From an optimization exercise on the open Yosys and OpenROAD flow, aimed at small area, a short achievable clock period and few clock cycles; shortcuts taken in it are not production practice.

## rev 12
==> flow/design.v (excerpt) <==
module SP_wocg(
	clk,
	rst_n,
	in_valid,
	in_data,
	in_mode,
	out_valid,
	out_data
);
input clk, rst_n, in_valid;
input [2:0] in_mode;
input [8:0] in_data;
output reg out_valid;
output reg [8:0] out_data;
integer k;
function [8:0] qadd;     
	input [8:0] x, y;
	reg [9:0] s, s2;
	begin
		s  = {2'b0, x[7:0]} + {2'b0, y[7:0]};
		s2 = {2'b0, x[7:0]} + {2'b0, y[7:0]} + 10'd258;   
		if (s2[9]) qadd = {~(x[8] ^ y[8]), s2[7:0]};
		else       qadd = {x[8] ^ y[8], s[7:0]};
	end
endfunction
function [8:0] qsub;     
	input [8:0] x, y;
	reg [8:0] d, d2;
	begin
		d  = {1'b0, x[7:0]} - {1'b0, y[7:0]};
		d2 = {1'b0, x[7:0]} - {1'b0, y[7:0]} + 9'd254;
		if (d[8]) qsub = {~(x[8] ^ y[8]), d2[7:0]};
		else      qsub = {x[8] ^ y[8], d[7:0]};
	end
endfunction
function [8:0] maddq;    
	input [8:0] x, y;
	input       n;
	reg [9:0] s, s1;
	begin
		s  = {1'b0, x} + {1'b0, y ^ {9{n}}} + {9'd0, n};             
		s1 = {1'b0, x} + {1'b0, y ^ {9{n}}} + (n ? 10'd510 : 10'd3);  
  ...
Size: ~2600 cells after synthesis, ~180 flip-flops, ~17000 um2 of cells after synthesis.
==> flow/config.mk <==
export PLATFORM = sky130hd
export DESIGN_NAME = SP_wocg
export DESIGN_NICKNAME = SP_wocg
export VERILOG_FILES = /design/flow/design.v
export SDC_FILE = /design/flow/constraint.sdc
export NUM_CORES = 4
export LEC_CHECK = 0
export ABC_AREA = 1
export ABC_CLOCK_PERIOD_IN_PS = 3500
export CAP_MARGIN = 20
export CORE_MARGIN = 2
export CORE_UTILIZATION = 40
export SETUP_SLACK_MARGIN = 4.0
export SLEW_MARGIN = 20
export SYNTH_MEMORY_MAX_BITS = 16384
export TNS_END_PERCENT = 5
==> flow/constraint.sdc <==
create_clock -name core_clock -period 8.0 [get_ports {clk}]
set_input_delay 1.6000 -clock core_clock [delete_from_list [all_inputs] [get_ports {clk}]]
set_output_delay 1.6000 -clock core_clock [all_outputs]
set_load 0.01 [all_outputs]
run.sh (not shown) runs the stock make flow with config.mk's settings and CLKGATE_MAP_FILE= SYNTH_SCRIPT=/design/flow/synth_recipe.tcl, a recipe that flattens the netlist after the stock synthesis.
Rev 12: no failed stages, no open violations at the end
diff inputs: rev 12 => rev 13
--- a/flow/design.v
+++ b/flow/design.v
@@ -34,16 +34,16 @@
 	end
 endfunction
 function [8:0] maddq;    
 	input [8:0] x, y;
 	input       n;
 	reg [9:0] s, s1;
 	begin
-		s  = {1'b0, x} + {1'b0, y ^ {9{n}}} + {9'd0, n};             
-		s1 = {1'b0, x} + {1'b0, y ^ {9{n}}} + (n ? 10'd510 : 10'd3);  
+		s  = {1'b0, x} + {1'b0, y ^ {9{n}}} + {9'd0, n};    
+		s1 = s + (n ? 10'd509 : 10'd3);                     
 		maddq = (n ? ~s[9] : s1[9]) ? s1[8:0] : s[8:0];
 	end
 endfunction
 function [8:0] madd;     
 	input [8:0] x, y;
 	reg [9:0] s, s1;
 	begin
@@ -75,36 +75,32 @@
 reg ph_nl;       
 reg ph_b;        
 reg ph_k;        
 reg k_first;     
 reg ph_c;        
 reg ph_s;        
 reg ins;         
-reg s3_t;        
-reg s3_n;        
 reg ph_o;        
 reg first;       
 always @(posedge clk or negedge rst_n) begin
 	if (!rst_n) begin
 		ph_nl <= 1'b0; ph_b <= 1'b0; ph_k <= 1'b0;
 		ph_c <= 1'b0; ph_s <= 1'b0; ins <= 1'b0; k_first <= 1'b0;
-		ph_o <= 1'b0; first <= 1'b0; s3_t <= 1'b0; s3_n <= 1'b0;
+		ph_o <= 1'b0; first <= 1'b0;
 	end else begin
 		ph_nl <= (cnt_n >= 5'd2) && (cnt_n <= 5'd7);
 		first <= (cnt_n == 5'd2);
 		ph_b  <= (cnt_n >= 5'd3) && (cnt_n <= 5'd8);
 		ph_k  <= mode_n[1] && (cnt_n >= 5'd7) && (cnt_n <= 5'd12);
 		k_first <= (cnt_n == 5'd7);
 		ph_c  <= mode_n[1] && (cnt_n >= 5'd9) && (cnt_n <= 5'd14);
 		ph_s  <= !mode_n[1] && (cnt_n >= 5'd4) && (cnt_n <= 5'd9);
 		ins   <= mode_n[2] && (mode_n[1] ? (cnt_n >= 5'd10) && (cnt_n <= 5'd15)
 		                                 : (cnt_n >= 5'd4) && (cnt_n <= 5'd9));
 		ph_o  <= (cnt_n != 5'd0) && (cnt_n >= os);
-		s3_t  <= mode_n[0] || (mode_n[1] && (cnt_n >= 5'd9) && (cnt_n <= 5'd14));
-		s3_n  <= (mode_n[0] || (mode_n[1] && (cnt_n >= 5'd9) && (cnt_n <= 5'd14))) && e_in[8];
 	end
 end
 reg [7:0] af_r;          
 reg       ahi_r;         
 wire      in_hi = in_data[8];
 wire [7:0] in_f = in_hi ? ~in_data[7:0] - 8'd2 : in_data[7:0];    
 always @(posedge clk) begin
@@ -649,16 +645,16 @@
 wire [8:0] ns_n = first ? e_in : qadd(ns, e_in);
 wire [8:0] ns_x = k_first ? ns_n : ns;
 wire [8:0] k_x = mode[0] ? ns_x : rc[0];
 wire [8:0] k_y = mode[0] ? rc[0] : ns_x;
 always @(posedge clk) e_in <= ph_k ? qsub(k_x, k_y) : nl_a;
 always @(posedge clk) if (ph_nl) ns <= ns_n;
 wire [8:0] bval = mode[0] ? v_r : rs[2];
-wire [8:0] s_y = s3_t ? t_r : rs[2];
-wire       s_n = s3_n;
+wire [8:0] s_y = (mode[0] | ph_c) ? t_r : rs[2];
+wire       s_n = (mode[0] | ph_c) & tq_r;
 reg  [5:0] gt;           
 always @(*) begin
 	for (k = 0; k < 6; k = k + 1)
 		gt[k] = (k == 3) || (rv[k] && (rc[3] < rc[k]));
 end
 always @(posedge clk) begin
 	for (k = 0; k < 6; k = k + 1) begin
- Rev 13 vs. rev 12: clock period minus final worst setup slack decreased by 0.26 ns relative to the old numbers; final instance count without filler cells increased by about 1.2% relative to the old numbers; post-cts gate resize count decreased by 20% relative to the old numbers; critical path's largest stage delay decreased by 0.03 ns relative to the old numbers.
- Going from rev 12 to rev 13, cell area grew slightly.
- Rev 13 and rev 12 ended up with nearly the same total wire length.
- Diff rev 12 -> rev 13: detail-routed via count per cell up 0.80%, die area down about 0.8%.
- Compare rev 13 and rev 12 | critical path depth higher: rev 12
No functional check of the RTL was part of any run of this note.

-- re-timing with driven ports --
How much do the figures lean on ideal ports? The routed layouts below were timed once more, with nothing changed but the port constraints. Step 1: set_driving_cell puts a clkbuf_16 on clk and a buf_2 on each other input, an assumption about the parent block. Step 2, shift: input delay + t, output delay - t, t = (earliest + latest rising clock arrival at the registers) / 2. This alone moves slack from input paths to output paths. Slacks: no drivers / after step 1 / after step 2; pairs: no drivers / after step 1.
run | t (ns) | slack for setup (ns) | hold slack, ns | clock arrival spread, ns | worst slew at a driven data input, ns
rev 12 | 0.496 | 3.579 / 3.601 / 3.113 | 0.326 / 0.326 / 0.326 | 0.016 / 0.016 | 0.04
rev 13 | 0.528 | 3.844 / 3.875 / 3.349 | 0.321 / 0.321 / 0.321 | 0.035 / 0.035 | 0.04
After both steps every run listed still meets setup and hold. For rev 13, which loses most, drivers alone change the setup slack by +0.031 ns; drivers and shift together by -0.495 ns.
